Context: an optimization exercise on an open-source flow, tuned for small area, a short achievable clock period and few clock cycles per item. The choices shown serve that exercise and are no tape-out recipe. Function was checked by simulation only, so behaviour that the tests miss may differ from the original. Power figures rest on the tool's default switching activity, not on a simulated workload.

File: flow/design.v
module rng(clk, reset, o, x);
   input clk;
   input reset;
   output [127:0] o;
   output [127:0] x;
   localparam [127:0] RULE150 = 128'b00000000000000000001000000000000000000000000000000000000000000000000000000000000000000000000000100000000100000000000000000000000;
   localparam [127:0] SEED    = 128'h9e3779b97f4a7c15f39cc0605cedc835;
   reg  [127:0] s;
   assign x = {s[126:0], 1'b0} ^ {1'b0, s[127:1]};
   always @(posedge clk, posedge reset)
     if (reset) s <= SEED;
     else       s <= x ^ (s & RULE150);
   assign o = s;
endmodule
module sbox_g(a, b, m3, m4, n1, y1, y2, y3);
   input  [3:0] a;       
   input  [3:0] b;       
   input  [3:0] m3, m4;  
   input  [3:0] n1;      
   output [3:0] y1, y2, y3;
   wire [3:0] n2 = a ^ m4;
   wire [3:0] n3 = b ^ m3;
   function [3:0] H;
      input [3:0] p;
      input [3:0] q;
      reg ap, aq;
      begin
         ap = p[2] ^ p[1];
         aq = q[2] ^ q[1];
         H[3] = ap ^ p[0];
         H[2] = ap;
         H[1] = p[3] ^ p[1] ^ (ap & (p[0] ^ q[0])) ^ (aq & p[0]);
         H[0] = p[0] ^ (p[3] & (ap ^ aq)) ^ (q[3] & ap) ^
                (p[2] & (p[1] ^ q[1])) ^ (q[2] & p[1]);
      end
   endfunction
   assign y1 = H(n2, n3) ^ 4'b0111;
   assign y2 = H(n3, n1);
   assign y3 = H(n1, n2);
endmodule
module sbox_f(y1, y2, y3, a, b);
   input  [3:0] y1, y2, y3;
   output [3:0] a, b;
   function [3:0] K;
      input [3:0] p;
      input [3:0] q;
      reg t, u;
      begin
         t = p[0] ^ q[0];
         u = (p[3] & t) ^ (q[3] & p[0]);
         K[1] = p[2] ^ p[1] ^ u;
         K[3] = p[2] ^ p[1] ^ p[0] ^ u;
         K[2] = p[3] ^ (p[1] & t) ^ (q[1] & p[0]);
         K[0] = p[1] ^ (p[2] & t) ^ (q[2] & p[0]);
      end
   endfunction
   assign a = K(y3, y2);
   assign b = K(y1, y3) ^ K(y2, y1);
endmodule
module led_serial
   (
    clk,
    reset,
    keyi,
    datai,
    dataq,
    start,
    done);
   input          clk;
   input          reset;
   input  [127:0] keyi;
   input  [ 63:0] datai;
   output [ 63:0] dataq;
   input          start;
   output         done;
   wire [127:0] g, gx;
   rng u_rng (.clk(clk), .reset(reset), .o(g), .x(gx));
   reg        done_r;    
   reg        first;     
   reg        gph;       
   reg        fph;       
   reg        fin;       
   reg  [5:0] rc;        
   reg  [1:0] rs;        
   reg        kp;        
   reg        aka;       
   reg        akb;       
   wire go   = done_r & start;
   wire last = (rc == 6'h04);       
   wire stp  = fph & ~last & (rs == 2'h3);    
   always @(posedge clk, posedge reset)
     if (reset) begin
        done_r <= 1'b1;
        first  <= 1'b0;
        gph    <= 1'b0;
        fph    <= 1'b0;
        fin    <= 1'b0;
        rc     <= 6'h0;
        rs     <= 2'h0;
        kp     <= 1'b0;
        aka    <= 1'b0;
        akb    <= 1'b0;
     end else begin
        done_r <= (done_r & ~start) | fin;
        first  <= go;
        gph    <= go | (fph & ~last);
        fph    <= gph;
        fin    <= fph & last;
        aka    <= go | (stp & kp) | (fph & last);
        akb    <= stp & ~kp;
        if (go) begin
           rc <= 6'h1;
           rs <= 2'h0;
           kp <= 1'b0;
        end else if (fph) begin
           rc <= {rc[4:0], ~(rc[5] ^ rc[4])};
           rs <= rs + 2'h1;
           if (rs == 2'h3) kp <= ~kp;
        end
     end
   assign done = done_r;
   reg  [63:0] ka0, ka1, kb0, kb1;
   always @(posedge clk) begin
      ka0 <= done_r ? (keyi[127:64] ^ g[127:64]) : kb0;
      ka1 <= done_r ? g[127:64]                  : kb1;
      kb0 <= done_r ? (keyi[63:0] ^ g[63:0])     : ka0;
      kb1 <= done_r ? g[63:0]                    : ka1;
   end
   reg  [63:0] s0, s1;
   wire [63:0] u0  = first ? datai : s0;
   wire [63:0] u1  = s1 & {64{~first}};
   wire [63:0] k0  = ({64{aka}} & ka0) | ({64{akb}} & kb0);
   wire [63:0] k1  = ({64{aka}} & ka1) | ({64{akb}} & kb1);
   wire [5:0]  rcg = gph ? rc : 6'h0;
   reg  [63:0] ac;
   always @(*) begin
      ac = 64'h0;
      ac[63-4*(0) -: 4]  = {gph, 3'b000};
      ac[63-4*(1) -: 4]  = {1'b0, rcg[5:3]};
      ac[63-4*(4) -: 4]  = {gph, 2'b00, gph};
      ac[63-4*(5) -: 4]  = {1'b0, rcg[2:0]};
      ac[63-4*(8) -: 4]  = {2'b00, gph, 1'b0};
      ac[63-4*(9) -: 4]  = {1'b0, rcg[5:3]};
      ac[63-4*(12) -: 4] = {2'b00, gph, gph};
      ac[63-4*(13) -: 4] = {1'b0, rcg[2:0]};
   end
   wire [63:0] t0  = u0 ^ k0 ^ ac;
   wire [63:0] t1  = u1 ^ k1;
   reg  [63:0] y1, y2, y3;
   wire [63:0] y1n, y2n, y3n;
   wire [63:0] f0, f1;
   genvar i;
   generate
      for (i = 0; i < 16; i = i + 1) begin : sb
         sbox_g ug (.a(t0[63-4*(i) -: 4]), .b(t1[63-4*(i) -: 4]),
                    .m4({g[8*i+0], g[8*i+1], g[8*i+4], g[8*i+5]}),
                    .m3({g[8*i+2], g[8*i+3], g[8*i+6], g[8*i+7]}),
                    .n1({gx[8*i+1], gx[8*i+2], gx[8*i+5], gx[8*i+6]}),
                    .y1(y1n[63-4*(i) -: 4]), .y2(y2n[63-4*(i) -: 4]), .y3(y3n[63-4*(i) -: 4]));
         sbox_f uf (.y1(y1[63-4*(i) -: 4]), .y2(y2[63-4*(i) -: 4]), .y3(y3[63-4*(i) -: 4]),
                    .a(f0[63-4*(i) -: 4]), .b(f1[63-4*(i) -: 4]));
      end
   endgenerate
   always @(posedge clk) begin
      y1 <= y1n;
      y2 <= y2n;
      y3 <= y3n;
   end
   function [3:0] gm2;
      input [3:0] d;
      gm2 = {d[2], d[1], d[3] ^ d[0], d[3]};
   endfunction
   function [63:0] srmc;
      input [63:0] x;
      reg [3:0] c0, c1, c2, c3, n;
      integer j, k;
      begin
         srmc = 64'h0;
         for (j = 0; j < 4; j = j + 1) begin
            c0 = x[63-4*(j) -: 4];
            c1 = x[63-4*(4 + ((j + 1) % 4)) -: 4];
            c2 = x[63-4*(8 + ((j + 2) % 4)) -: 4];
            c3 = x[63-4*(12 + ((j + 3) % 4)) -: 4];
            for (k = 0; k < 4; k = k + 1) begin
               n = gm2(gm2(c0)) ^ c1 ^ gm2(c2) ^ gm2(c3);
               c0 = c1; c1 = c2; c2 = c3; c3 = n;
            end
            srmc[63-4*(j) -: 4]      = c0;
            srmc[63-4*(4 + j) -: 4]  = c1;
            srmc[63-4*(8 + j) -: 4]  = c2;
            srmc[63-4*(12 + j) -: 4] = c3;
         end
      end
   endfunction
   always @(posedge clk) begin
      s0 <= srmc(f0);
      s1 <= srmc(f1);
   end
   reg [63:0] dq;
   always @(posedge clk)
     if (fin) dq <= t0 ^ t1;
   assign dataq = dq;
endmodule
File: flow/flow/run.sh
#!/bin/bash
set -euo pipefail
export REMOVE_ABC_BUFFERS=1
bash standard.sh synth > synth.log 2>&1
bash standard.sh > layout.log 2>&1
File: flow/standard.sh
#!/bin/bash
# synth_recipe.tcl (not shown) runs the flow's synth.tcl, then flattens the netlist and writes it again
# the make line also repeats each setting of config.mk as NAME=value (left out here)
make -C /OpenROAD-flow-scripts/flow DESIGN_CONFIG=/design/flow/config.mk WORK_HOME=/design/flow/orfs CLKGATE_MAP_FILE= SYNTH_SCRIPT=/design/flow/synth_recipe.tcl "${@:-finish}"
File: flow/config.mk
export PLATFORM = sky130hd
export DESIGN_NAME = led_serial
export DESIGN_NICKNAME = led_serial
export VERILOG_FILES = /design/flow/design.v
export SDC_FILE = /design/flow/constraint.sdc
export NUM_CORES = 4
export LEC_CHECK = 0
export CAP_MARGIN = 20
export CORE_MARGIN = 2
export CORE_UTILIZATION = 60
export CTS_CLUSTER_DIAMETER = 100
export CTS_CLUSTER_SIZE = 24
export PLACE_DENSITY = 0.75
export SETUP_SLACK_MARGIN = 2.5
export SLEW_MARGIN = 20
File: flow/constraint.sdc
create_clock -name core_clock -period 6.0 [get_ports {clk}]
set_input_delay 1.2000 -clock core_clock [delete_from_list [all_inputs] [get_ports {clk}]]
set_output_delay 1.2000 -clock core_clock [all_outputs]
set_load 0.01 [all_outputs]
==> results_dict.tcl, run 1 <==
set metrics [dict create \
    hold_viol 0 \
    cp-start-kind "flip-flop" \
    met2WireLength_mm 59.8 \
    syn_area_per_cell_um2 9.65 \
    path_cells "nand2b_1 -> o21ai_0 -> a221o_1 -> a21oi_1 -> xnor2_2 -> xnor2_2 -> xnor3_2 -> xnor2_4 -> xnor3_2 -> xnor2_1" \
    dp_hpwl_mm 96.4 \
    tns_ns 0 \
    pin_count 260 \
    cpPeakStageDelay_ns 0.54 \
    powerDensity_nw_per_um2 168 \
    rrSetupSlack_ns 2.54 \
    placeableCoreArea_um2 76100 \
    hold_path.class "reg2reg" \
    clock_path_buffers 3 \
    ys_warn_count 4 \
    cts_root_buf "clkbuf_16" \
    clkSlewWorstSetupHoldPaths_ns 0.10 \
    slew_viol_final 0 \
    required_ns 6.51 \
    route.detailed.drc 0 \
    cts_buffers 39 \
    track_usage 0.314 \
    worstHoldEndpoint "ka1[4]$_DFF_P_" \
    reg2reg_from "y3[52]$_DFF_P_" \
    clock_latency_ns 0.62 \
    multi_input_area_um2 28000 \
    dr.first_iter.drc_count 2627 \
    synth.distinct_cells 74 \
    hp-start "kb1[4]$_DFF_P_" \
    crit-reg2reg-capture "s1[5]$_DFF_P_" \
    synth_area_leaders "dfxtp_1 25%, xnor2_1 23%, xor2_1 10%" \
    area_growth_pct 10.5 \
    finalSetupViolations 0 \
    power_uw 8590 \
    ys_seq_area_frac 0.371 \
    worst_path_dominant_cell_family "XOR/XNOR gates" \
    wl_met3_mm 8.08 \
    gp_congestion 0.960 \
    p_leak_uw 0.0192 \
    cts_max_level 2 \
    die_h_um 281 \
    die_w_um 281 \
    fp-row-count 101 \
    wl_per_cell_um 21.7 \
    rsz0062_at_grt "true" \
    min_path_cells 1 \
    fin_skew_ns 0.0278 \
    post-synth-top-area-cell "dfxtp_1" \
    routedLengthMet1_mm 55.5 \
    drive_above_1_share 0.0875 \
    drt-total-wl_mm 128 \
    grt_pass1_vias 31100 \
    synth_top_area_frac 0.250 \
    pre_cts_slack_ns 1.89 \
    ys.flop_type "dfxtp_1" \
    die-area_um2 79200 \
    arrival_ns 3.97 \
    seqCellArea_um2 17200 \
    cp-end-kind "flip-flop" \
    async_reset_ff_frac 0.184 \
    grt_pass1_wl_mm 189 \
    vias_per_cell 5.60 \
    final_antenna_net_count 0 \
    cpMaxStageDelayCell "xnor3_2" \
    tightest_slew_ns 1.04 \
    vdd_drop_max_mv 0.227 \
    finalCriticalPeriod_ns 3.46 \
    timing.fmax_mhz 289 \
    cts_sinks 784 \
    netlist_instances 4785 \
    drtPass1Iterations 5 \
    n_fill_cell 6132 \
    grt_max_degree 162 \
    routed.top_layer "met5" \
    synth_area_um2 46200 \
    cp_max_fo 14 \
    vias 33000 \
    antenna_found_initial 6 \
    grt_overflow 0 \
    ys_ff_latch 784 \
    status "no timing/DRC/antenna violations" \
    setup_slack_ns 2.54 \
    worstRegToRegCells 10 \
    start_util 0.607 \
    port_buffers 259 \
    cp.buffers_inverters 0 \
    hold_ws_ns 0.472 \
    fin_nets 5033 \
    synth-edff-count 64 \
    maxCapViolCount 0 \
    fin_crit_sh 0.577 \
    setup.worst_path.class "reg2reg" \
    maxSlewHeadroom 0.309 \
    cts_tree "built" \
]
==> worst reg2reg max path, delay by kind of cell (launching register included) <==
family | cells | cell delay, ns
AOI/OAI and AO/OA | 3 | 0.76
DFF | 1 | 0.49
xor gates and xnor gates | 6 | 1.91
and+or+nand+nor | 1 | 0.20
==> repair_timing <==
| item | in CTS | in global routing |
|---|---|---|
| setup buffers | 2 | 10 |
| pin swaps | 0 | 3 |
| setup endpoints to repair | 36 | 63 |
| resized for setup | 25 | 69 |
| hold buffers | 0 | 0 |
==> cell families (layout without fill, tap and decap cells) <==
group,count (synthesis),count (layout),share of synthesized area
fa+ha+maj,2,2,0.000542
buf+inv,393,474,0.0342
other cells,0,2,0
xor+xnor,1791,1791,0.351
compound gates,733,733,0.0994
simple gates,826,826,0.0841
mux,256,256,0.0593
flops,784,784,0.371
==> layer usage <==
metal  global-route usage  vias up
met4                0.108        2
met3               0.0391      196
met5                    0        -
met2                0.515     1036
met1                0.430    16000
li1                     -    15800
==> report_power, final <==
part | total [uW] | switching, uW | internal [uW]
combinational | 222 | 82.3 | 140
clock | 3090 | 1770 | 1320
sequential | 5280 | 0 | 5280
total | 8590 | 1850 | 6740
==> stage by stage <==
| step | area, um^2 | cells | utilization |
|---|---|---|---|
| after floorplan | 45000 | 4499 | - |
| after global placement | 49100 | 5813 | 0.646 |
| after detailed placement | 49100 | 5813 | 0.646 |
| after CTS | 50500 | 5886 | 0.664 |
| after global routing | 51000 | 5896 | 0.671 |
| final | 51000 | 5898 | 0.671 |
==> how the worst max path moves through the flow <==
stage,cells past startpoint,slack (ns),start,to
after global placement,10,1.86,datai[45],y1[44]$_DFF_P_
after CTS,9,2.50,y2[36]$_DFF_P_,s1[8]$_DFF_P_
after floorplan,0,0.74,done_r$_DFF_PP1_,done
after detailed placement,10,1.89,datai[45],y1[44]$_DFF_P_
final,10,2.54,y3[52]$_DFF_P_,s1[5]$_DFF_P_
after global routing,10,2.42,akb$_DFF_PP0_,y3[16]$_DFF_P_
==> final cells by class <==
cell class              instances  area share
inverters                     107     0.00797
repair buffers                296      0.0581
multi-input cells            3608       0.549
clock inverters                 2    0.000760
flip-flops and latches        784       0.337
well taps                    1030      0.0252
diodes                          2   0.0000980
clock buffers                  69      0.0224
==> placed cells by master, fill, tap and decap left out, types with 104 or more instances in the layout <==
master / count
clkdlybuf4s50_1: 258
nand2_1: 249
inv_1: 104
a22oi_1: 149
xor2_1: 506
dfxtp_1: 558
xnor2_1: 1174
nand2b_1: 121
mux2_2: 141
nor2_1: 271
a21oi_1: 256
o21ai_0: 149
mux2i_1: 113
==> synth_stat cells, types with 24 or more instances <==
library cell / instances
edfxtp_1: 64
o21ai_0: 149
nor2b_1: 80
mux2_2: 141
nand2_1: 249
dfstp_2: 70
o211ai_1: 24
buf_2: 47
buf_1: 29
mux2i_1: 115
xnor2_1: 1219
inv_1: 105
nand2b_1: 121
a21oi_1: 256
nor2_1: 271
dfrtp_1: 74
clkbuf_1: 197
a22oi_1: 149
dfxtp_1: 576
xor2_1: 526
a32oi_1: 44
==> registers in the layout, indices dropped and copies added, names as in the netlist <==
name / count
gph: 1
y1: 64
fin: 1
y3: 64
s0: 64
kp: 1
rs: 2
done_r: 1
first: 1
aka: 1
akb: 1
ka0: 64
ka1: 64
dq: 64
y2: 64
kb1: 64
fph: 1
u_rng.s: 128
s1: 64
rc: 6
kb0: 64
Testbench counts, summed over its fixed seeds: cycles 4,704, items 48.
==> run 2, diff against run 1 <==
==> flow/run.sh (new file) <==
#!/bin/bash
# synth_recipe.tcl (not shown) runs the flow's synth.tcl, then flattens the netlist and writes it again
# the make line also repeats each setting of config.mk as NAME=value (left out here)
make -C /OpenROAD-flow-scripts/flow DESIGN_CONFIG=/design/flow/config.mk WORK_HOME=/design/flow/orfs CLKGATE_MAP_FILE= SYNTH_SCRIPT=/design/flow/synth_recipe.tcl finish
--- a/flow/config.mk
+++ b/flow/config.mk
@@ -7,9 +7,9 @@
 export LEC_CHECK = 0
 export CAP_MARGIN = 20
 export CORE_MARGIN = 2
-export CORE_UTILIZATION = 60
-export CTS_CLUSTER_DIAMETER = 100
-export CTS_CLUSTER_SIZE = 24
-export PLACE_DENSITY = 0.75
+export CORE_UTILIZATION = 55
+export CTS_CLUSTER_DIAMETER = 90
+export CTS_CLUSTER_SIZE = 20
+export PLACE_DENSITY = 0.7
 export SETUP_SLACK_MARGIN = 2.5
 export SLEW_MARGIN = 20
removed: flow/flow/run.sh
removed: flow/standard.sh
==> results_dict.tcl, run 2 <==
set metrics [dict create \
    largest_reg_flops 128 \
    tightest_slew_ns 1.09 \
    synth_area_leaders "dfxtp_1 25%, xnor2_1 23%, xor2_1 10%" \
    rsz0062_at_grt "true" \
    finalCriticalPeriod_ns 3.38 \
    vias_per_cell 5.59 \
    fin_nets 5049 \
    cpMaxStageDelayCell "xor2_1" \
    antenna_found_initial 1 \
    start_util 0.554 \
    track_usage 0.303 \
    synth.distinct_cells 74 \
    drtPass1Iterations 5 \
    slew_viol_final 0 \
    grt_max_degree 134 \
    setup.worst_path.class "in2reg" \
    maxCapViolCount 0 \
    fp-row-count 106 \
    ys_warn_count 4 \
    grt_pass1_wl_mm 197 \
    worstRegToRegCells 10 \
    hp-start "kb0[0]$_DFF_P_" \
    dr.first_iter.drc_count 2963 \
    route.detailed.drc 0 \
    cts_buffers 47 \
    pin_count 260 \
    hold_path.class "reg2reg" \
    clock_latency_ns 0.64 \
    area_growth_pct 11.5 \
    cp-end-kind "flip-flop" \
    crit-reg2reg-capture "y3[52]$_DFF_P_" \
    placeableCoreArea_um2 83400 \
    netlist_instances 4785 \
    path_cells "clkdlybuf4s50_1 -> mux2i_1 -> xor2_1 -> xnor2_1 -> xnor2_1 -> xor2_1 -> xnor2_1 -> nand2_1 -> xnor2_1 -> xnor2_1" \
    gp_congestion 0.942 \
    ctsHoldBuffers 0 \
    dpl_cell_area_um2 49200 \
    arrival_ns 3.88 \
    layout_commonest_cell "xnor2_1" \
    grt_overflow 0 \
    ys_ff_latch 784 \
    maxSlewHeadroom 0.275 \
    cts_root_buf "clkbuf_16" \
    synth_area_um2 46200 \
    async_reset_ff_frac 0.184 \
    die-area_um2 86300 \
    ys.flop_type "dfxtp_1" \
    required_ns 6.50 \
    grt_pass1_vias 31400 \
    fin_area_um2 51500 \
    synth.most_common_cell "xnor2_1" \
    n_fill_cell 7048 \
    cts_max_level 2 \
    dp_hpwl_mm 101 \
    synth-edff-count 64 \
    cts_sinks 784 \
    syn_area_per_cell_um2 9.65 \
    clock_path_buffers 3 \
    die_w_um 294 \
    cp-start-kind "input pin" \
    rrSetupSlack_ns 2.62 \
    worstHoldEndpoint "ka0[0]$_DFF_P_" \
    hold_ws_ns 0.476 \
    vdd_drop_max_mv 0.160 \
    fin_skew_ns 0.0239 \
    largest-register "u_rng.s" \
    die_h_um 294 \
    vias 33400 \
    reg2reg_from "akb$_DFF_PP0_" \
    timing.fmax_mhz 296 \
    ys_seq_area_frac 0.371 \
    cpMostUsedCell "xnor2_1" \
    port_buffers 259 \
    min_path_cells 2 \
    drt-total-wl_mm 135 \
    hold_viol 0 \
    post-synth-top-area-cell "dfxtp_1" \
    wl_per_cell_um 22.6 \
    cts_tree "built" \
    synth_commonest_cells "1219 x xnor2_1, 576 x dfxtp_1, 526 x xor2_1, 271 x nor2_1, 256 x a21oi_1" \
    drive_above_1_share 0.0953 \
    finalSetupViolations 0 \
    clkSlewWorstSetupHoldPaths_ns 0.09 \
    final_antenna_net_count 0 \
    tns_ns 0 \
    fin_crit_sh 0.564 \
    cpPeakStageDelay_ns 0.56 \
    synth_top_area_frac 0.250 \
    cp_max_fo 7 \
    p_leak_uw 0.0194 \
    status "no timing/DRC/antenna violations" \
    mostFrequentLayoutCells "1173 x xnor2_1, 552 x dfxtp_1, 503 x xor2_1, 271 x nor2_1, 259 x clkdlybuf4s50_1" \
    powerDensity_nw_per_um2 173 \
]
[run 2: cell counts after synthesis]
Identical to the previous run, type by type.
[run 2: worst max-delay path by stage]
stage                         from              to  slack, ns  cells past startpoint
global route         y2[0]$_DFF_P_  s1[13]$_DFF_P_       2.46                      9
detailed placement       datai[25]  y3[24]$_DFF_P_       1.83                     10
finish                    datai[9]   y3[8]$_DFF_P_       2.62                     10
floorplan                datai[13]  y1[12]$_DFF_P_       2.84                     10
global placement         datai[45]  y1[44]$_DFF_P_       1.88                     10
CTS                 y1[20]$_DFF_P_  s1[13]$_DFF_P_       2.50                     10
[run 2: cell type report]
cell class	instances	area, um^2	share of cell area
Antenna cell	1	2.50	0.0000486
Clock buffer	77	1330	0.0258
Clock inverter	10	91.3	0.00177
Inverter	107	409	0.00795
Multi-Input combinational cell	3608	28100	0.545
Sequential cell	784	17200	0.334
Tap cell	1080	1350	0.0262
Timing Repair Buffer	304	3060	0.0594
[run 2: metrics by stage]
stage / total power, uW / setup slack, ns / util / std cells
detailed placement: 5620 / 1.83 / 0.589 / 5858
global route: 9170 / 2.46 / 0.617 / 5970
finish: 8920 / 2.62 / 0.617 / 5971
floorplan: 5440 / 2.84 / - / 4785
global placement: 5620 / 1.88 / 0.589 / 5858
CTS: 8980 / 2.50 / 0.610 / 5950
[run 2: logic make-up (layout without fill, tap and decap cells)]
logic type,Yosys count,in the layout,share of synthesized area
buf+inv,393,498,0.0342
simple gates,826,826,0.0841
compound gates,733,733,0.0994
flops,784,784,0.371
fa+ha+maj,2,2,0.000542
other cells,0,1,0
xor+xnor,1791,1791,0.351
mux,256,256,0.0593
[run 2: worst max-delay path, delay by kind of cell]
family / cells / cell delay, ns
xor gates and xnor gates: 7 / 2.02
buffers and inverters: 1 / 0.48
muxes: 1 / 0.09
and+or+nand+nor: 1 / 0.08
[run 2: layer usage]
layer	wire, um	part of all wire	vias up	track usage
li1	-	-	15800	-
met1	60000	0.45	16300	0.428
met2	62000	0.46	1101	0.489
met3	8730	0.065	153	0.0335
met4	3960	0.029	0	0.0844
met5	0	0	-	0
[run 2: where the power goes]
group	leakage, uW	internal [uW]	switching [uW]	total, uW
combinational	0.0117	141	84.6	225
clock	0.000683	1550	1880	3430
sequential	0.00700	5270	0	5270
total	0.0194	6960	1960	8920
[run 2: timing repair]
item | 4_1_cts | 5_1_grt
pin swaps | 1 | 7
buffers inserted | 5 | 20
hold endpoints to repair | 0 | 0
setup endpoints to repair | 72 | 67
resized for setup | 32 | 80
==> run 3, diff against run 2 <==
--- a/flow/design.v
+++ b/flow/design.v
@@ -82,9 +82,7 @@
    reg        fin;       
    reg  [5:0] rc;        
    reg  [1:0] rs;        
-   reg        kp;        
-   reg        aka;       
-   reg        akb;       
+   reg        ak;        
    wire go   = done_r & start;
    wire last = (rc == 6'h04);       
    wire stp  = fph & ~last & (rs == 2'h3);    
@@ -97,40 +95,33 @@
         fin    <= 1'b0;
         rc     <= 6'h0;
         rs     <= 2'h0;
-        kp     <= 1'b0;
-        aka    <= 1'b0;
-        akb    <= 1'b0;
+        ak     <= 1'b0;
      end else begin
         done_r <= (done_r & ~start) | fin;
         first  <= go;
         gph    <= go | (fph & ~last);
         fph    <= gph;
         fin    <= fph & last;
-        aka    <= go | (stp & kp) | (fph & last);
-        akb    <= stp & ~kp;
+        ak     <= go | stp | (fph & last);
         if (go) begin
            rc <= 6'h1;
            rs <= 2'h0;
-           kp <= 1'b0;
         end else if (fph) begin
            rc <= {rc[4:0], ~(rc[5] ^ rc[4])};
            rs <= rs + 2'h1;
-           if (rs == 2'h3) kp <= ~kp;
         end
      end
    assign done = done_r;
-   reg  [63:0] ka0, ka1, kb0, kb1;
+   reg  [127:0] kr0, kr1;
    always @(posedge clk) begin
-      ka0 <= done_r ? (keyi[127:64] ^ g[127:64]) : kb0;
-      ka1 <= done_r ? g[127:64]                  : kb1;
-      kb0 <= done_r ? (keyi[63:0] ^ g[63:0])     : ka0;
-      kb1 <= done_r ? g[63:0]                    : ka1;
+      kr0 <= done_r ? (keyi ^ g) : {kr0[119:0], kr0[127:120]};
+      kr1 <= done_r ? g          : {kr1[119:0], kr1[127:120]};
    end
    reg  [63:0] s0, s1;
    wire [63:0] u0  = first ? datai : s0;
    wire [63:0] u1  = s1 & {64{~first}};
-   wire [63:0] k0  = ({64{aka}} & ka0) | ({64{akb}} & kb0);
-   wire [63:0] k1  = ({64{aka}} & ka1) | ({64{akb}} & kb1);
+   wire [63:0] k0  = {64{ak}} & kr0[127:64];
+   wire [63:0] k1  = {64{ak}} & kr1[127:64];
    wire [5:0]  rcg = gph ? rc : 6'h0;
    reg  [63:0] ac;
    always @(*) begin
--- a/flow/config.mk
+++ b/flow/config.mk
@@ -7,9 +7,9 @@
 export LEC_CHECK = 0
 export CAP_MARGIN = 20
 export CORE_MARGIN = 2
-export CORE_UTILIZATION = 55
-export CTS_CLUSTER_DIAMETER = 90
-export CTS_CLUSTER_SIZE = 20
-export PLACE_DENSITY = 0.7
+export CORE_UTILIZATION = 60
+export CTS_CLUSTER_DIAMETER = 100
+export CTS_CLUSTER_SIZE = 24
+export PLACE_DENSITY = 0.75
 export SETUP_SLACK_MARGIN = 2.5
 export SLEW_MARGIN = 20
==> results_dict.tcl, run 3 <==
set metrics [dict create \
    reg2reg_from "y1[40]$_DFF_P_" \
    seqCellArea_um2 17100 \
    path_cells "xnor2_1 -> mux2i_1 -> a22oi_2 -> xnor2_4 -> xnor3_1 -> xnor2_1 -> xnor2_1 -> xnor3_1 -> xnor3_1" \
    track_usage 0.342 \
    dr.first_iter.drc_count 3134 \
    cpPeakStageDelay_ns 0.59 \
    switching_share 0.221 \
    cp-end-kind "flip-flop" \
    p_sw_uw 1900 \
    pwr-share-clk 0.360 \
    grt_pass1_vias 32000 \
    drive_above_1_share 0.0743 \
    intPower_uw 6690 \
    synth-edff-count 64 \
    reg_top3 "kr0 (128), kr1 (128), u_rng.s (128)" \
    area_growth_pct 9.68 \
    status "no timing/DRC/antenna violations" \
    gp_congestion 0.976 \
    setup_slack_ns 2.58 \
    post-synth-top-area-cell "xnor2_1" \
    ys_ff_latch 782 \
    cts_root_buf "clkbuf_16" \
    mostFrequentLayoutCells "1349 x xnor2_1, 561 x dfxtp_1, 431 x nand2_1, 404 x xor2_1, 274 x nor2_1" \
    clock_latency_ns 0.62 \
    pin_count 260 \
    hold_path.class "reg2reg" \
    cts_tree "built" \
    cts_sinks 782 \
    final_core_util 0.668 \
    synth_area_leaders "xnor2_1 26%, dfxtp_1 24%, xor2_1 7.7%" \
    port_buffers 259 \
    setup.worst_path.class "reg2reg" \
    antenna_found_initial 9 \
    clock_path_buffers 3 \
    layout_commonest_cell "xnor2_1" \
    pwr-share-seq 0.612 \
    netlist_instances 4974 \
    worstHoldEndpoint "kr0[17]$_DFF_P_" \
    placeableCoreArea_um2 77700 \
    grt_pass1_wl_mm 207 \
    ys.flop_type "dfxtp_1" \
    drtPass1Iterations 6 \
    ys_warn_count 4 \
    die_w_um 285 \
    required_ns 6.51 \
    min_path_cells 2 \
    powerDensity_nw_per_um2 166 \
    tns_ns 0 \
    synth_area_um2 47300 \
    n_fill_cell 6363 \
    maxSlewHeadroom 0.301 \
    vias 34100 \
    multi_input_area_um2 28900 \
    async_reset_ff_frac 0.182 \
    syn_area_per_cell_um2 9.51 \
    hold_ws_ns 0.452 \
    fin_crit_sh 0.569 \
    hold_viol 0 \
    synth.distinct_cells 79 \
    grt_max_degree 173 \
    tightest_slew_ns 1.05 \
    rsz0062_at_grt "true" \
    cp-start-kind "flip-flop" \
    crit-reg2reg-capture "s1[15]$_DFF_P_" \
    hp-start "kr0[9]$_DFF_P_" \
    grt_overflow 0 \
    vias_per_cell 5.60 \
    final_antenna_net_count 0 \
    pre_cts_slack_ns 1.85 \
    wl_per_cell_um 23.4 \
    rrSetupSlack_ns 2.58 \
    synthMuxAreaShare 0.0598 \
    synth-simple-area-share 0.0961 \
    worstRegToRegCells 9 \
    maxCapViolCount 0 \
    combPwrFrac 0.028 \
    fin_nets 5215 \
    synth.most_common_cell "xnor2_1" \
    synth_top_family_by_area "XOR/XNOR gates" \
    finalSetupViolations 0 \
    dp_hpwl_mm 111 \
    synth_compound_area_frac 0.0828 \
    vdd_drop_max_mv 0.212 \
    cpMaxStageDelayCell "xnor3_1" \
    arrival_ns 3.92 \
    route.detailed.drc 0 \
    synth_xor_area_frac 0.365 \
    ys_seq_area_frac 0.361 \
    die_h_um 285 \
    timing.fmax_mhz 293 \
    synth_commonest_cells "1380 x xnor2_1, 576 x dfxtp_1, 431 x nand2_1, 416 x xor2_1, 274 x nor2_1" \
    cts_max_level 2 \
    fp-row-count 102 \
    clkSlewWorstSetupHoldPaths_ns 0.10 \
    fin_skew_ns 0.0313 \
    start_util 0.609 \
    p_leak_uw 0.0194 \
    synth_top_area_frac 0.255 \
    synthAdderAreaFrac 0.000529 \
    finalCriticalPeriod_ns 3.42 \
    cp_max_fo 9 \
    slew_viol_final 0 \
    cts_buffers 39 \
    drt-total-wl_mm 143 \
    die-area_um2 81100 \
]
==> run 3: changes by cell type after synthesis, sizes merged, moves of 19 or more <==
| cell | before | now |
|---|---|---|
| a21oi | 256 | 228 |
| a22oi | 149 | 40 |
| inv | 105 | 124 |
| nand2 | 249 | 431 |
| nand2b | 121 | 91 |
| nor2b | 80 | 102 |
| o21ai | 149 | 190 |
| xnor2 | 1237 | 1395 |
| xnor3 | 23 | 42 |
| xor2 | 527 | 420 |
==> run 3: power groups by stage <==
stage          sequential [uW]  combinational (uW)  clock [uW]
6_report                  5260                 238        3090
5_1_grt                   5260                 247        3310
4_1_cts                   5260                 238        3130
3_5_place_dp              5380                 236           0
3_3_place_gp              5380                 236           0
2_1_floorplan             5380                52.9           0
==> run 3: worst max-delay path by stage <==
| stage | start | to | slack, ns | depth (start not counted) |
|---|---|---|---|---|
| 6_report | y1[40]$_DFF_P_ | s1[15]$_DFF_P_ | 2.58 | 9 |
| 3_5_place_dp | datai[45] | y1[44]$_DFF_P_ | 1.85 | 10 |
| 3_3_place_gp | datai[45] | y1[44]$_DFF_P_ | 1.90 | 10 |
| 2_1_floorplan | datai[13] | y3[13]$_DFF_P_ | 2.85 | 9 |
| 4_1_cts | first$_DFF_PP0_ | y1[48]$_DFF_P_ | 2.42 | 9 |
| 5_1_grt | y3[12]$_DFF_P_ | s0[11]$_DFF_P_ | 2.49 | 8 |
==> run 3: area by class of cell <==
class,count,share of cell area
tap,1040,0.0251
multi-input combinational,3788,0.558
antenna,3,0.000145
inverter,126,0.00919
clock buffer,66,0.0212
timing repair buffer,281,0.0555
clock inverter,6,0.00128
sequential,782,0.330
==> run 3: routing by layer <==
layer / wire [um] / global-route usage / share of wire
met5: 13 / 0 / 0.000091
met4: 7840 / 0.164 / 0.055
met3: 9850 / 0.0358 / 0.069
met2: 63500 / 0.533 / 0.45
met1: 61500 / 0.478 / 0.43
==> run 3: worst max-delay path, delay by kind of cell (launching register included) <==
kind | cells | cell delay (ns)
multiplexers | 1 | 0.14
XOR/XNOR | 7 | 2.29
flip-flops | 1 | 0.57
AO/OA/AOI/OAI | 1 | 0.30
==> run 3: cells by family (layout without fill, tap and decap cells) <==
family                     Yosys count  in the layout
xor gates and xnor gates          1868           1868
and+or+nand+nor                   1008           1008
DFF                                782            782
AOI/OAI and AO/OA                  644            644
buffers and inverters              404            479
muxes                              266            266
adders and majority gates            2              2
other                                0              3
==> run 3: per-stage QoR <==
step                      cells  total power (uW)  area (um^2)
after detailed placement   6012              5610        50300
final                      6092              8590        51900
after global placement     6012              5610        50300
after CTS                  6087              8630        51600
after floorplan            4974              5430        47300
after global routing       6089              8820        51900
==> run 3: repair_timing <==
item	CTS	global route
hold endpoints to repair	0	0
gates resized for setup	12	49
setup buffers	3	1
pin swaps	1	0
hold buffers	0	0
endpoints found under the setup margin	40	49
Testbench counts of run 3, summed over its fixed seeds: cycles 4,704, items 48.
==> run 4, diff against run 3 <==
--- a/flow/config.mk
+++ b/flow/config.mk
@@ -11,5 +11,5 @@
 export CTS_CLUSTER_DIAMETER = 100
 export CTS_CLUSTER_SIZE = 24
 export PLACE_DENSITY = 0.75
-export SETUP_SLACK_MARGIN = 2.5
+export SETUP_SLACK_MARGIN = 2.65
 export SLEW_MARGIN = 20
==> results_dict.tcl, run 4 <==
set metrics [dict create \
    die_h_um 285 \
    die-area_um2 81100 \
    synth_area_um2 47300 \
    crit_start "y2[60]$_DFF_P_" \
    finalSetupViolations 0 \
    path_cells "nand2b_1 -> o31ai_1 -> o31a_1 -> a311oi_4 -> xnor2_2 -> xnor3_2 -> xnor3_2 -> xor2_1 -> xnor2_1" \
    synth.most_common_cell "xnor2_1" \
    cts_max_level 2 \
    drt-total-wl_mm 144 \
    worstRegToRegCells 9 \
    synth_xor_area_frac 0.365 \
    dr.first_iter.drc_count 2930 \
    grt_pass1_vias 32200 \
    required_ns 6.50 \
    ys.flop_type "dfxtp_1" \
    ys_ff_latch 782 \
    pin_count 260 \
    area_growth_pct 10.7 \
    met2WireLength_mm 64.2 \
    cts_root_buf "clkbuf_16" \
    dp_hpwl_mm 111 \
    track_usage 0.345 \
    antenna_found_initial 7 \
    endpoint "s1[13]$_DFF_P_" \
    cts_buffers 39 \
    vdd_drop_max_mv 0.237 \
    fin_nets 5225 \
    placeableCoreArea_um2 77700 \
    maxSlewHeadroom 0.289 \
    finalCriticalPeriod_ns 3.30 \
    hold_viol 0 \
    vias_per_cell 5.62 \
    synth_area_leaders "xnor2_1 26%, dfxtp_1 24%, xor2_1 7.7%" \
    arrival_ns 3.80 \
    synth-edff-count 64 \
    cpPeakStageDelay_ns 0.55 \
    netlist_instances 4974 \
    ys_seq_area_frac 0.361 \
    p_leak_uw 0.0197 \
    wl_per_cell_um 23.5 \
    route.detailed.drc 0 \
    rrSetupSlack_ns 2.70 \
    synth-simple-area-share 0.0961 \
    final_core_util 0.674 \
    placed_cells 6012 \
    reg2reg_from "y2[60]$_DFF_P_" \
    routedLengthMet1_mm 62.5 \
    start_util 0.609 \
    maxCapViolCount 0 \
    port_buffers 259 \
    cp-end-kind "flip-flop" \
    hold_path.class "reg2reg" \
    stdcell_count 6103 \
    synth_commonest_cells "1380 x xnor2_1, 576 x dfxtp_1, 431 x nand2_1, 416 x xor2_1, 274 x nor2_1" \
    vias 34300 \
    powerDensity_nw_per_um2 164 \
    gp_congestion 0.976 \
    clkSlewWorstSetupHoldPaths_ns 0.09 \
    die_w_um 285 \
    timing.fmax_mhz 303 \
    routed.top_layer "met4" \
    syn_area_per_cell_um2 9.51 \
    drive_above_1_share 0.0876 \
    ctsHoldBuffers 0 \
    grt_overflow 0 \
    synth_top_family_by_area "XOR/XNOR gates" \
    post-synth-top-area-cell "xnor2_1" \
    synth_top_area_frac 0.255 \
    fp-row-count 102 \
    layout_commonest_cell "xnor2_1" \
    cts_sinks 782 \
    wl_met3_mm 8.90 \
    cpMostUsedCell "xnor3_2" \
    grt_pass1_wl_mm 208 \
    synth.distinct_cells 79 \
    synth_compound_area_frac 0.0828 \
    cp-start-kind "flip-flop" \
    drtPass1Iterations 5 \
    clock_latency_ns 0.62 \
    tightest_slew_ns 1.07 \
    slew_viol_final 0 \
    reg_top3 "kr0 (128), kr1 (128), u_rng.s (128)" \
    mostFrequentLayoutCells "1316 x xnor2_1, 546 x dfxtp_1, 431 x nand2_1, 398 x xor2_1, 274 x nor2_1" \
    fin_crit_sh 0.550 \
    synthMuxAreaShare 0.0598 \
    tns_ns 0 \
    rsz0062_at_grt "true" \
    grt_max_degree 173 \
    final_antenna_net_count 0 \
    synthAdderAreaFrac 0.000529 \
    setup.worst_path.class "reg2reg" \
    fin_skew_ns 0.0307 \
    cts_tree "built" \
    ys_warn_count 4 \
    cpMaxStageDelayCell "xnor3_2" \
    clock_path_buffers 3 \
    crit-reg2reg-capture "s1[13]$_DFF_P_" \
    status "no timing/DRC/antenna violations" \
    async_reset_ff_frac 0.182 \
    cp_max_fo 15 \
]
## run 4: cell count changes in the layout (fill, tap and decap cells not counted), moves of 2 or more
cell     previous run  this run
xnor2_1          1349      1316
xnor2_2            43        76
dfxtp_1           561       546
dfxtp_2            14        25
buf_4              13        20
xor2_1            404       398
xor2_2             16        21
dfxtp_4             1         5
buf_6               0         2
## run 4: logic make-up (layout without fill, tap and decap cells)
group | count (synthesis) | in the layout
adders and majority gates | 2 | 2
and+or+nand+nor | 1008 | 1008
DFF | 782 | 782
AOI/OAI and AO/OA | 644 | 644
muxes | 266 | 266
buffers and inverters | 404 | 489
other | 0 | 4
xor gates and xnor gates | 1868 | 1868
## run 4: layer usage
metal,up-vias,track usage
met4,0,0.166
met3,231,0.0325
met5,-,0
li1,16200,-
met1,16600,0.481
met2,1236,0.538
## run 4: worst min-delay path by stage
stage | start | endpoint | slack, ns | cells past startpoint
6_report | kr0[9]$_DFF_P_ | kr0[17]$_DFF_P_ | 0.45 | 2
5_1_grt | kr0[18]$_DFF_P_ | kr0[26]$_DFF_P_ | 0.46 | 2
4_1_cts | kr0[55]$_DFF_P_ | kr0[63]$_DFF_P_ | 0.45 | 2
3_5_place_dp | kr1[55]$_DFF_P_ | kr1[63]$_DFF_P_ | 0.44 | 1
3_3_place_gp | kr1[17]$_DFF_P_ | kr1[25]$_DFF_P_ | 0.44 | 1
2_1_floorplan | u_rng.s[126]$_DFF_PP0_ | u_rng.s[127]$_DFF_PP1_ | 0.35 | 0
## run 4: worst max-delay path: cells and delay by family (launching register included)
family,cells,cell delay [ns]
AO/OA/AOI/OAI,3,0.80
XOR/XNOR,5,1.68
flip-flops,1,0.52
AND/OR/NAND/NOR,1,0.18
## run 4: layout make-up
type | instances | area (um^2)
flip-flops and latches | 782 | 17200
clock buffers | 66 | 1100
clock inverters | 6 | 66.3
multi-input cells | 3788 | 29300
fillers | 6309 | 25400
well taps | 1040 | 1300
diodes | 4 | 10.0
inverters | 126 | 477
repair buffers | 291 | 2980
## run 4: through the flow
stage | setup WS [ns] | total power (uW) | instance area [um^2] | hold slack (ns)
after detailed placement | 1.85 | 5610 | 50300 | 0.441
after CTS | 2.65 | 8630 | 51800 | 0.455
after global routing | 2.52 | 8810 | 52300 | 0.464
final | 2.70 | 8580 | 52400 | 0.452
after floorplan | 2.85 | 5430 | 47300 | 0.353
after global placement | 1.90 | 5610 | 50300 | 0.438
## run 4: power breakdown
group          switching, uW  internal (uW)  total [uW]
Clock                   1800           1290        3090
Sequential                 0           5260        5260
Combinational           97.3            141         238
Total                   1900           6690        8580
## run 4: repair_timing
item,in CTS,in global routing
buffers inserted,7,7
pin swaps,3,6
gates resized for setup,39,87
setup endpoints to repair,80,74
gates cloned,0,0
==> run 5, diff against run 4 <==
--- a/flow/config.mk
+++ b/flow/config.mk
@@ -11,5 +11,5 @@
 export CTS_CLUSTER_DIAMETER = 100
 export CTS_CLUSTER_SIZE = 24
 export PLACE_DENSITY = 0.75
-export SETUP_SLACK_MARGIN = 2.65
+export SETUP_SLACK_MARGIN = 3.2
 export SLEW_MARGIN = 20
==> results_dict.tcl, run 5 <==
set metrics [dict create \
    mostFrequentLayoutCells "1078 x xnor2_1, 485 x dfxtp_1, 428 x nand2_1, 331 x xor2_1, 294 x buf_4" \
    p_leak_uw 0.0232 \
    stdcell_count 6422 \
    cts_buffers 39 \
    drtPass1Iterations 6 \
    async_reset_ff_frac 0.182 \
    setup.worst_path.class "reg2reg" \
    gp_congestion 1.01 \
    p_sw_uw 1910 \
    grt_pass1_vias 33600 \
    n_fill_cell 5104 \
    track_usage 0.354 \
    cp-start-kind "flip-flop" \
    ys_seq_area_frac 0.361 \
    drive_above_1_share 0.228 \
    synth_commonest_cells "1380 x xnor2_1, 576 x dfxtp_1, 431 x nand2_1, 416 x xor2_1, 274 x nor2_1" \
    clock_path_buffers 3 \
    antenna_found_initial 9 \
    maxCapViolCount 0 \
    drt-total-wl_mm 156 \
    die_w_um 285 \
    dp_hpwl_mm 110 \
    cts_tree "built" \
    combPwrFrac 0.028 \
    clkSlewWorstSetupHoldPaths_ns 0.10 \
    synth_area_um2 47300 \
    area_growth_pct 24.6 \
    required_ns 6.49 \
    synth.most_common_cell "xnor2_1" \
    synth.distinct_cells 79 \
    fin_skew_ns 0.0368 \
    synth_top_area_frac 0.255 \
    placed_cells 6016 \
    wl_met3_mm 13.3 \
    port_buffers 259 \
    pwr-share-clk 0.363 \
    die_h_um 285 \
    ys_ff_latch 782 \
    route.detailed.drc 0 \
    pin_count 260 \
    switching_share 0.222 \
    grt_pass1_wl_mm 215 \
    synth-edff-count 64 \
    vdd_drop_max_mv 0.197 \
    wl_per_cell_um 24.3 \
    finalCriticalPeriod_ns 3.03 \
    slew_viol_final 0 \
    status "no timing/DRC/antenna violations" \
    maxSlewHeadroom 0.316 \
    fin_crit_sh 0.505 \
    clock_latency_ns 0.63 \
    rsz0062_at_grt "true" \
    seqCellArea_um2 17300 \
    met2WireLength_mm 70.6 \
    grt_max_degree 145 \
    cp_max_fo 8 \
    cts_sinks 782 \
    dr.first_iter.drc_count 4014 \
    timing.fmax_mhz 330 \
    grt_overflow 0 \
    power_uw 8610 \
    netlist_instances 4974 \
    vias 37000 \
    routed.top_layer "met5" \
    multi_input_area_um2 32900 \
    fin_nets 5547 \
    intPower_uw 6700 \
    hold_viol 0 \
    final_antenna_net_count 0 \
    post-synth-top-area-cell "xnor2_1" \
    pwr-share-seq 0.609 \
    synth_area_leaders "xnor2_1 26%, dfxtp_1 24%, xor2_1 7.7%" \
    die-area_um2 81100 \
    reg_top3 "kr0 (128), kr1 (128), u_rng.s (128)" \
    vias_per_cell 5.76 \
    start_util 0.609 \
    arrival_ns 3.53 \
    tns_ns 0 \
    routedLengthMet1_mm 62.4 \
    fp-row-count 102 \
    tightest_slew_ns 1.03 \
    cts_root_buf "clkbuf_16" \
    ys.flop_type "dfxtp_1" \
    syn_area_per_cell_um2 9.51 \
    ctsHoldBuffers 0 \
    cts_max_level 2 \
    ys_warn_count 4 \
    finalSetupViolations 0 \
    powerDensity_nw_per_um2 146 \
    placeableCoreArea_um2 77700 \
    cp-end-kind "flip-flop" \
    layout_commonest_cell "xnor2_1" \
    hold_path.class "reg2reg" \
    hold_ws_ns 0.397 \
]
==> run 5: cell counts after synthesis <==
No cell type changed its count.
==> run 5: critical path, cell delays in order (launching register included) <==
cell and delay (ns):
dfxtp_2 0.47, xnor2_4 0.17, mux2i_1 0.25, a32oi_1 0.15
xnor2_2 0.29, xor2_2 0.31, buf_4 0.20, xnor3_2 0.33
xnor3_2 0.31, xnor3_1 0.43
==> run 5: timing repair <==
item                                    CTS  global route
endpoints found under the setup margin  253           133
setup buffers                           149           180
gates resized for setup                 435           315
gates cloned                              0             4
pin swaps                               109           151
==> run 5: logic make-up after synthesis <==
group	count (synthesis)	synth area share
AOI/OAI and AO/OA	644	0.0828
xor gates and xnor gates	1868	0.365
adders and majority gates	2	0.000529
buffers and inverters	404	0.0343
DFF	782	0.361
muxes	266	0.0598
and+or+nand+nor	1008	0.0961
==> run 5: final cells by class <==
type,instances,share of cell area
Tap cell,1040,0.0221
Multi-Input combinational cell,3788,0.558
Inverter,126,0.00808
Timing Repair Buffer,613,0.0982
Antenna cell,2,0.0000849
Sequential cell,782,0.294
Clock buffer,67,0.0192
Clock inverter,4,0.000658
==> run 5: stage by stage <==
step                area (um^2)  utilization  setup WS, ns
CTS                       55600        0.715          3.09
floorplan                 47700            -          3.08
detailed placement        50600        0.652          2.15
global placement          50600        0.652          2.16
finish                    59000        0.759          2.97
global route              59000        0.759          2.92
==> run 5: final timing paths <==
kind | start | slack (ns) | depth (start not counted) | to
max reg2reg | y3[40]$_DFF_P_ | 2.97 | 9 | s1[15]$_DFF_P_
min reg2reg | gph$_DFF_PP0_ | 0.40 | 0 | fph$_DFF_PP0_
max | y3[40]$_DFF_P_ | 2.97 | 9 | s1[15]$_DFF_P_
min | gph$_DFF_PP0_ | 0.40 | 0 | fph$_DFF_PP0_
min in group asynchronous | reset | 1.15 | 3 | u_rng.s[29]$_DFF_PP0_
max in group asynchronous | reset | 4.05 | 3 | u_rng.s[82]$_DFF_PP0_
==> run 5: power groups by stage <==
stage / Clock [uW] / Sequential (uW) / Combinational (uW)
after floorplan: 0 / 5380 / 53.0
after global placement: 0 / 5380 / 236
after detailed placement: 0 / 5380 / 235
after CTS: 3140 / 5250 / 238
after global routing: 3330 / 5240 / 251
final: 3130 / 5240 / 242
==> run 5: metal layers <==
layer / track usage / up-vias
met5: 0 / -
met4: 0.173 / 6
met1: 0.481 / 18000
met3: 0.0522 / 368
li1: - / 16900
met2: 0.555 / 1762
==> run 6, diff against run 5 <==
--- a/flow/config.mk
+++ b/flow/config.mk
@@ -11,5 +11,5 @@
 export CTS_CLUSTER_DIAMETER = 100
 export CTS_CLUSTER_SIZE = 24
 export PLACE_DENSITY = 0.75
-export SETUP_SLACK_MARGIN = 3.2
+export SETUP_SLACK_MARGIN = 3.0
 export SLEW_MARGIN = 20
==> results_dict.tcl, run 6 <==
set metrics [dict create \
    cts_tree "built" \
    cp_max_fo 8 \
    wl_per_cell_um 23.6 \
    synthMuxAreaShare 0.0598 \
    track_usage 0.350 \
    fin_crit_sh 0.511 \
    hold_path.class "reg2reg" \
    tns_ns 0 \
    synth_top_area_frac 0.255 \
    clock_path_buffers 3 \
    synth_xor_area_frac 0.365 \
    arrival_ns 3.56 \
    fin_skew_ns 0.0214 \
    dr.first_iter.drc_count 3372 \
    path_cells "xnor2_1 -> xnor2_1 -> xnor2_1 -> xnor2_2 -> xor3_2 -> xnor2_1 -> inv_1 -> xnor3_1" \
    cpMostUsedCell "xnor2_1" \
    syn_area_per_cell_um2 9.51 \
    async_reset_ff_frac 0.182 \
    die_h_um 285 \
    cts_max_level 2 \
    synthAdderAreaFrac 0.000529 \
    timing.fmax_mhz 326 \
    final_antenna_net_count 0 \
    mostFrequentLayoutCells "1187 x xnor2_1, 508 x dfxtp_1, 430 x nand2_1, 369 x xor2_1, 274 x nor2_1" \
    fin_nets 5373 \
    synth_top_family_by_area "XOR/XNOR gates" \
    gp_congestion 0.999 \
    pin_count 260 \
    synth_compound_area_frac 0.0828 \
    grt_pass1_wl_mm 212 \
    die-area_um2 81100 \
    start_util 0.609 \
    vias_per_cell 5.66 \
    n_fill_cell 5779 \
    ys_warn_count 4 \
    clock_latency_ns 0.62 \
    stdcell_count 6249 \
    ys.flop_type "dfxtp_1" \
    cts_sinks 782 \
    vias 35400 \
    synth_area_leaders "xnor2_1 26%, dfxtp_1 24%, xor2_1 7.7%" \
    cp-start-kind "flip-flop" \
    slew_viol_final 0 \
    finalCriticalPeriod_ns 3.06 \
    synth.most_common_cell "xnor2_1" \
    netlist_instances 4974 \
    ys_ff_latch 782 \
    die_w_um 285 \
    vdd_drop_max_mv 0.172 \
    synth-simple-area-share 0.0961 \
    clkSlewWorstSetupHoldPaths_ns 0.10 \
    route.detailed.drc 0 \
    maxCapViolCount 0 \
    finalSetupViolations 0 \
    cts_root_buf "clkbuf_16" \
    grt_overflow 0 \
    synth-edff-count 64 \
    tightest_slew_ns 0.980 \
    maxSlewHeadroom 0.342 \
    setup.worst_path.class "reg2reg" \
    drive_above_1_share 0.159 \
    port_buffers 259 \
    antenna_found_initial 3 \
    final_core_util 0.713 \
    dp_hpwl_mm 111 \
    area_growth_pct 17.2 \
    reg_top3 "kr0 (128), kr1 (128), u_rng.s (128)" \
    ctsHoldBuffers 0 \
    synth_commonest_cells "1380 x xnor2_1, 576 x dfxtp_1, 431 x nand2_1, 416 x xor2_1, 274 x nor2_1" \
    rsz0062_at_grt "true" \
    grt_pass1_vias 33100 \
    placeableCoreArea_um2 77700 \
    post-synth-top-area-cell "xnor2_1" \
    powerDensity_nw_per_um2 153 \
    layout_commonest_cell "xnor2_1" \
    hold_viol 0 \
    ys_seq_area_frac 0.361 \
    placed_cells 6010 \
    required_ns 6.49 \
    synth.distinct_cells 79 \
    grt_max_degree 200 \
    p_leak_uw 0.0214 \
    cpPeakStageDelay_ns 0.59 \
    fp-row-count 102 \
    cpMaxStageDelayCell "xor3_2" \
    synth_area_um2 47300 \
    drt-total-wl_mm 148 \
    cp-end-kind "flip-flop" \
    cts_buffers 38 \
    status "no timing/DRC/antenna violations" \
    drtPass1Iterations 5 \
]
[run 6: cell counts after synthesis]
Identical to the previous run, type by type.
[run 6: cell families after synthesis]
logic type	Yosys count
fa+ha+maj	2
simple gates	1008
xor+xnor	1868
compound gates	644
mux	266
buf+inv	404
flops	782
[run 6: repair_timing]
| item | CTS | global route |
|---|---|---|
| resized for setup | 247 | 200 |
| pin swaps | 40 | 82 |
| endpoints found under the setup margin | 193 | 102 |
| buffers inserted | 48 | 117 |
[run 6: per-stage QoR]
step	cell area [um^2]	power (uW)	worst slack, ns	hold slack (ns)
2_1_floorplan	47400	5430	3.02	0.353
5_1_grt	55400	8720	2.87	0.464
6_report	55400	8490	2.94	0.453
4_1_cts	53300	8540	2.93	0.456
3_3_place_gp	50300	5620	1.89	0.437
3_5_place_dp	50300	5620	1.86	0.440
[run 6: path summary, 6_finish.rpt]
path	from	endpoint	slack, ns	depth (start not counted)
worst min-delay path	kr0[23]$_DFF_P_	kr0[31]$_DFF_P_	0.45	2
worst max-delay path	y2[3]$_DFF_P_	s1[12]$_DFF_P_	2.94	8
min in group asynchronous	reset	u_rng.s[29]$_DFF_PP0_	1.00	3
max in group asynchronous	reset	u_rng.s[72]$_DFF_PP0_	4.16	3
worst min register to register	kr0[23]$_DFF_P_	kr0[31]$_DFF_P_	0.45	2
worst max register to register	y2[3]$_DFF_P_	s1[12]$_DFF_P_	2.94	8
[run 6: cell type report]
class,instances,area [um^2],area share
clock buffer,66,1060,0.0190
tap,1040,1300,0.0235
multi-input combinational,3788,31100,0.561
clock inverter,4,42.5,0.000767
timing repair buffer,440,4170,0.0753
sequential,782,17300,0.312
inverter,126,477,0.00860
antenna,3,7.51,0.000135
[run 6: worst max-delay path: cells and delay by family (launching register included)]
kind                      cells  cell delay, ns
xor gates and xnor gates      7            2.27
buffers and inverters         1            0.13
DFF                           1            0.54
[run 6: power breakdown]
group          switching [uW]  internal [uW]
Combinational             101            141
Sequential                  0           5250
Clock                    1770           1230
Total                    1870           6620
[run 6: layer usage]
metal	vias to the layer above	wire length (um)	global-route usage
met5	-	0	0
met4	0	7650	0.157
met3	234	11600	0.0497
met2	1413	66900	0.547
met1	17300	61500	0.482
li1	16500	-	-
==> run 7, diff against run 6 <==
--- a/flow/config.mk
+++ b/flow/config.mk
@@ -11,5 +11,5 @@
 export CTS_CLUSTER_DIAMETER = 100
 export CTS_CLUSTER_SIZE = 24
 export PLACE_DENSITY = 0.75
-export SETUP_SLACK_MARGIN = 3.0
+export SETUP_SLACK_MARGIN = 2.8
 export SLEW_MARGIN = 20
==> results_dict.tcl, run 7 <==
set metrics [dict create \
    status "no timing/DRC/antenna violations" \
    netlist_instances 4974 \
    vdd_drop_max_mv 0.236 \
    pwr-share-clk 0.360 \
    cts_root_buf "clkbuf_16" \
    area_growth_pct 12.0 \
    seqCellArea_um2 17200 \
    placeableCoreArea_um2 77700 \
    tightest_slew_ns 1.10 \
    multi_input_area_um2 29700 \
    grt_pass1_wl_mm 209 \
    cts_tree "built" \
    drtPass1Iterations 5 \
    die_w_um 285 \
    drive_above_1_share 0.105 \
    die_h_um 285 \
    synth_area_leaders "xnor2_1 26%, dfxtp_1 24%, xor2_1 7.7%" \
    gp_congestion 0.976 \
    route.detailed.drc 0 \
    port_buffers 259 \
    hp-start "kr0[9]$_DFF_P_" \
    ys_warn_count 4 \
    mostFrequentLayoutCells "1279 x xnor2_1, 533 x dfxtp_1, 431 x nand2_1, 394 x xor2_1, 274 x nor2_1" \
    switching_share 0.221 \
    wl_per_cell_um 23.6 \
    intPower_uw 6690 \
    powerDensity_nw_per_um2 162 \
    pre_cts_slack_ns 1.85 \
    fin_skew_ns 0.0302 \
    finalCriticalPeriod_ns 3.19 \
    cp-start-kind "flip-flop" \
    cpMaxStageDelayCell "dfxtp_2" \
    hold_viol 0 \
    post-synth-top-area-cell "xnor2_1" \
    vias_per_cell 5.64 \
    rrSetupSlack_ns 2.81 \
    ys_ff_latch 782 \
    dp_hpwl_mm 111 \
    synth_top_area_frac 0.255 \
    slew_viol_final 0 \
    cts_sinks 782 \
    start_util 0.609 \
    fin_area_um2 53000 \
    clock_path_buffers 3 \
    dpl_cell_area_um2 50300 \
    synth.distinct_cells 79 \
    synth-edff-count 64 \
    pwr-share-seq 0.613 \
    grt_max_degree 173 \
    combPwrFrac 0.028 \
    hold_path.class "reg2reg" \
    cpPeakStageDelay_ns 0.51 \
    layout_commonest_cell "xnor2_1" \
    syn_area_per_cell_um2 9.51 \
    n_fill_cell 6209 \
    synth_area_um2 47300 \
    grt_overflow 0 \
    cts_buffers 39 \
    track_usage 0.346 \
    setup.worst_path.class "reg2reg" \
    clock_latency_ns 0.62 \
    die-area_um2 81100 \
    timing.fmax_mhz 314 \
    fin_crit_sh 0.532 \
    maxCapViolCount 0 \
    cp_max_fo 15 \
    rsz0062_at_grt "true" \
    path_cells "nand2b_1 -> o31ai_1 -> o31a_1 -> a311oi_4 -> xnor2_2 -> xor3_2 -> xnor2_1 -> xnor3_1 -> xnor3_1" \
    reg_top3 "kr0 (128), kr1 (128), u_rng.s (128)" \
    synth.most_common_cell "xnor2_1" \
    ys.flop_type "dfxtp_1" \
    antenna_found_initial 8 \
    p_leak_uw 0.0201 \
    cpMostUsedCell "xnor3_1" \
    ys_seq_area_frac 0.361 \
    cp-end-kind "flip-flop" \
    setup_slack_ns 2.81 \
    finalSetupViolations 0 \
    arrival_ns 3.69 \
    fp-row-count 102 \
    fin_nets 5247 \
    cts_max_level 2 \
    final_antenna_net_count 0 \
    p_sw_uw 1900 \
    grt_pass1_vias 32400 \
    vias 34500 \
    worstRegToRegCells 9 \
    async_reset_ff_frac 0.182 \
    drt-total-wl_mm 144 \
    min_path_cells 2 \
    crit_start "y2[60]$_DFF_P_" \
    required_ns 6.50 \
    reg2reg_from "y2[60]$_DFF_P_" \
    dr.first_iter.drc_count 3131 \
    clkSlewWorstSetupHoldPaths_ns 0.09 \
    pin_count 260 \
    maxSlewHeadroom 0.267 \
    tns_ns 0 \
    synth_commonest_cells "1380 x xnor2_1, 576 x dfxtp_1, 431 x nand2_1, 416 x xor2_1, 274 x nor2_1" \
]
## run 7: cell counts after synthesis
Identical to the previous run, type by type.
## run 7: timing repair
action / 4_1_cts / 5_1_grt
setup buffers: 18 / 18
endpoints found under the setup margin: 122 / 88
hold buffers: 0 / 0
pin swaps: 10 / 15
hold endpoints to repair: 0 / 0
resized for setup: 99 / 107
## run 7: worst paths after layout
kind,to
max reg2reg,s1[15]$_DFF_P_
min,kr0[17]$_DFF_P_
min reg2reg,kr0[17]$_DFF_P_
max in group asynchronous,u_rng.s[95]$_DFF_PP0_
min in group asynchronous,u_rng.s[31]$_DFF_PP0_
max,s1[15]$_DFF_P_
## run 7: cells by family (layout without fill, tap and decap cells)
kind of cell / after synthesis / in the layout / synth area share
AOI/OAI and AO/OA: 644 / 644 / 0.0828
xor gates and xnor gates: 1868 / 1868 / 0.365
adders and majority gates: 2 / 2 / 0.000529
buffers and inverters: 404 / 511 / 0.0343
DFF: 782 / 782 / 0.361
muxes: 266 / 266 / 0.0598
other: 0 / 2 / 0
and+or+nand+nor: 1008 / 1008 / 0.0961
## run 7: area by class of cell
type | instances | area share
clock buffer | 66 | 0.0207
timing repair buffer | 313 | 0.0598
tap | 1040 | 0.0246
multi-input combinational | 3788 | 0.560
clock inverter | 6 | 0.00125
inverter | 126 | 0.00899
antenna | 2 | 0.0000944
sequential | 782 | 0.324
## run 7: layer usage
layer  track usage  share of wire  vias up
li1              -              -    16300
met1         0.482           0.43    16700
met2         0.540           0.45     1301
met3        0.0340          0.067      243
met4         0.169          0.056        2
met5             0        0.00012        -
## run 7: power by group through the flow
stage	combinational [uW]	sequential, uW	clock [uW]
after floorplan	52.9	5380	0
after global placement	236	5380	0
after detailed placement	236	5380	0
after CTS	238	5260	3130
after global routing	248	5260	3310
final	238	5260	3090
## run 7: metrics by stage
step	power, uW	util	hold WS [ns]	cells
finish	8580	0.682	0.451	6123
global route	8810	0.682	0.464	6121
CTS	8630	0.672	0.455	6102
detailed placement	5610	0.647	0.441	6012
global placement	5610	0.647	0.438	6012
floorplan	5430	-	0.353	4974
## run 7: worst max-delay path: cells and delay by family (launching register included)
family                    cells  cell delay (ns)
AOI/OAI and AO/OA             3             0.79
xor gates and xnor gates      5             1.61
DFF                           1             0.51
and+or+nand+nor               1             0.18
==> run 8, diff against run 7 <==
--- a/flow/config.mk
+++ b/flow/config.mk
@@ -7,9 +7,9 @@
 export LEC_CHECK = 0
 export CAP_MARGIN = 20
 export CORE_MARGIN = 2
-export CORE_UTILIZATION = 60
+export CORE_UTILIZATION = 70
 export CTS_CLUSTER_DIAMETER = 100
 export CTS_CLUSTER_SIZE = 24
-export PLACE_DENSITY = 0.75
+export PLACE_DENSITY = 0.85
 export SETUP_SLACK_MARGIN = 2.8
 export SLEW_MARGIN = 20
==> results_dict.tcl, run 8 <==
set metrics [dict create \
    async_reset_ff_frac 0.182 \
    reg_top3 "kr0 (128), kr1 (128), u_rng.s (128)" \
    start_util 0.706 \
    grt_pass1_wl_mm 208 \
    rsz0062_at_grt "true" \
    cts_tree "built" \
    grt_overflow 0 \
    syn_area_per_cell_um2 9.51 \
    finalCriticalPeriod_ns 3.23 \
    cp-end-kind "flip-flop" \
    clkSlewWorstSetupHoldPaths_ns 0.10 \
    setup.worst_path.class "reg2reg" \
    grt_max_degree 143 \
    slew_viol_final 0 \
    ys_seq_area_frac 0.361 \
    intPower_uw 6660 \
    netlist_instances 4974 \
    p_leak_uw 0.0202 \
    wl_per_cell_um 24.0 \
    route.detailed.drc 0 \
    fin_nets 5261 \
    ys_ff_latch 782 \
    dr.first_iter.drc_count 3675 \
    mostFrequentLayoutCells "1279 x xnor2_1, 527 x dfxtp_1, 431 x nand2_1, 384 x xor2_1, 274 x nor2_1" \
    clock_path_buffers 3 \
    ys_warn_count 4 \
    tightest_slew_ns 1.09 \
    powerDensity_nw_per_um2 161 \
    placeableCoreArea_um2 67000 \
    fp-row-count 95 \
    status "no timing/DRC/antenna violations" \
    cts_max_level 2 \
    gp_congestion 0.993 \
    multi_input_area_um2 29900 \
    synth_top_area_frac 0.255 \
    cts_root_buf "clkbuf_16" \
    ys.flop_type "dfxtp_1" \
    vdd_drop_max_mv 0.231 \
    synth.distinct_cells 79 \
    tns_ns 0 \
    n_fill_cell 4497 \
    post-synth-top-area-cell "xnor2_1" \
    grt_pass1_vias 33700 \
    fin_crit_sh 0.538 \
    pwr-share-clk 0.358 \
    timing.fmax_mhz 310 \
    maxCapViolCount 0 \
    area_growth_pct 12.0 \
    drt-total-wl_mm 143 \
    arrival_ns 3.71 \
    pin_count 260 \
    required_ns 6.48 \
    drive_above_1_share 0.111 \
    synth_commonest_cells "1380 x xnor2_1, 576 x dfxtp_1, 431 x nand2_1, 416 x xor2_1, 274 x nor2_1" \
    hold_path.class "reg2reg" \
    cp_max_fo 12 \
    hold_viol 0 \
    vias 35500 \
    cts_sinks 782 \
    hold_ws_ns 0.454 \
    p_sw_uw 1890 \
    vias_per_cell 5.94 \
    maxSlewHeadroom 0.270 \
    cp-start-kind "flip-flop" \
    seqCellArea_um2 17200 \
    pwr-share-seq 0.615 \
    die-area_um2 69700 \
    die_h_um 264 \
    clock_latency_ns 0.63 \
    combPwrFrac 0.027 \
    synth.most_common_cell "xnor2_1" \
    layout_commonest_cell "xnor2_1" \
    antenna_found_initial 7 \
    final_antenna_net_count 0 \
    synth_area_leaders "xnor2_1 26%, dfxtp_1 24%, xor2_1 7.7%" \
    fin_skew_ns 0.0335 \
    drtPass1Iterations 6 \
    cts_buffers 39 \
    track_usage 0.399 \
    synth-edff-count 64 \
    port_buffers 259 \
    die_w_um 264 \
    switching_share 0.221 \
    dp_hpwl_mm 108 \
    finalSetupViolations 0 \
    synth_area_um2 47300 \
]
## run 8: cell type report
class                   instances  area share
multi-input cells            3789       0.563
clock inverters                 7     0.00130
flip-flops and latches        782       0.325
well taps                     873      0.0206
diodes                          3    0.000142
repair buffers                326      0.0605
inverters                     126     0.00900
clock buffers                  65      0.0203
## run 8: power groups by stage
stage               combinational [uW]  sequential [uW]  clock [uW]
floorplan                         52.9             5380           0
global placement                   230             5380           0
detailed placement                 231             5380           0
CTS                                232             5260        3070
global route                       243             5260        3250
finish                             235             5260        3060
## run 8: critical path, stage by stage (launching register included)
cell	delay, ns
dfxtp_1	0.55
nand2b_1	0.24
o21ai_0	0.09
a32oi_1	0.30
xnor2_2	0.16
xnor2_1	0.32
xnor3_1	0.44
xnor3_1	0.45
xnor2_2	0.20
xnor2_2	0.33
## run 8: path summary, 6_finish.rpt
check                                              to            start  slack (ns)  depth (start not counted)
worst max-delay path                   s0[22]$_DFF_P_    y2[8]$_DFF_P_        2.77                          9
worst min-delay path                  kr1[47]$_DFF_P_  kr1[39]$_DFF_P_        0.45                          1
worst max register to register         s0[22]$_DFF_P_    y2[8]$_DFF_P_        2.77                          9
worst min register to register        kr1[47]$_DFF_P_  kr1[39]$_DFF_P_        0.45                          1
max in group asynchronous       u_rng.s[87]$_DFF_PP0_            reset        4.01                          3
min in group asynchronous       u_rng.s[32]$_DFF_PP0_            reset        1.05                          3
## run 8: what timing repair did
action	in CTS	in global routing
pin swaps	10	24
setup endpoints to repair	116	74
buffers inserted	18	34
hold buffers	0	0
gates resized for setup	111	124
cloned	0	1
## run 8: metrics by stage
| stage | cell area [um^2] | instances | util | total power, uW | worst slack, ns |
|---|---|---|---|---|---|
| after floorplan | 47300 | 4974 | - | 5430 | 2.85 |
| after global placement | 50000 | 5842 | 0.746 | 5610 | 1.84 |
| after CTS | 52000 | 5932 | 0.775 | 8560 | 2.78 |
| after detailed placement | 50000 | 5842 | 0.746 | 5610 | 1.79 |
| final | 53000 | 5971 | 0.790 | 8550 | 2.77 |
| after global routing | 53000 | 5968 | 0.790 | 8750 | 2.70 |
## run 8: cell families (layout without fill, tap and decap cells)
kind of cell             count (synthesis)  in the layout  share of synthesized area
AO/OA/AOI/OAI                          644            644                     0.0828
XOR/XNOR                              1868           1869                      0.365
adder cells (fa/ha/maj)                  2              2                   0.000529
buffers and inverters                  404            524                     0.0343
flip-flops                             782            782                      0.361
multiplexers                           266            266                     0.0598
other                                    0              3                          0
AND/OR/NAND/NOR                       1008           1008                     0.0961
## run 8: per-layer routing
layer / part of all wire / routed length [um] / GRT usage
met5: 0 / 0 / 0
met4: 0.070 / 10000 / 0.235
met3: 0.086 / 12300 / 0.0605
met2: 0.45 / 64100 / 0.623
met1: 0.40 / 56700 / 0.528

==> separate check: timing with driven ports <==
How much do the figures lean on ideal ports? The routed layouts below were timed once more, with nothing changed but the port constraints. Step 1: set_driving_cell puts a clkbuf_16 on clk and a buf_2 on each other input, an assumption about the parent block. Step 2 also shifts input and output timing later by t, the mid clock arrival at the registers, as if the neighbouring blocks saw the same clock. Three values: ideal, step 1, step 2; two values: the first two.
run | t, ns | setup WS [ns]
run 1 | 0.674 | 2.541 / 2.541 / 2.031
run 2 | 0.689 | 2.616 / 2.618 / 1.968
run 3 | 0.677 | 2.585 / 2.585 / 1.933
run 4 | 0.679 | 2.701 / 2.701 / 2.089
run 5 | 0.685 | 2.968 / 2.968 / 2.584
run 6 | 0.678 | 2.936 / 2.936 / 2.402
run 7 | 0.673 | 2.810 / 2.810 / 2.231
run 8 | 0.681 | 2.774 / 2.774 / 2.260
After both steps setup and hold are still met in every run listed.
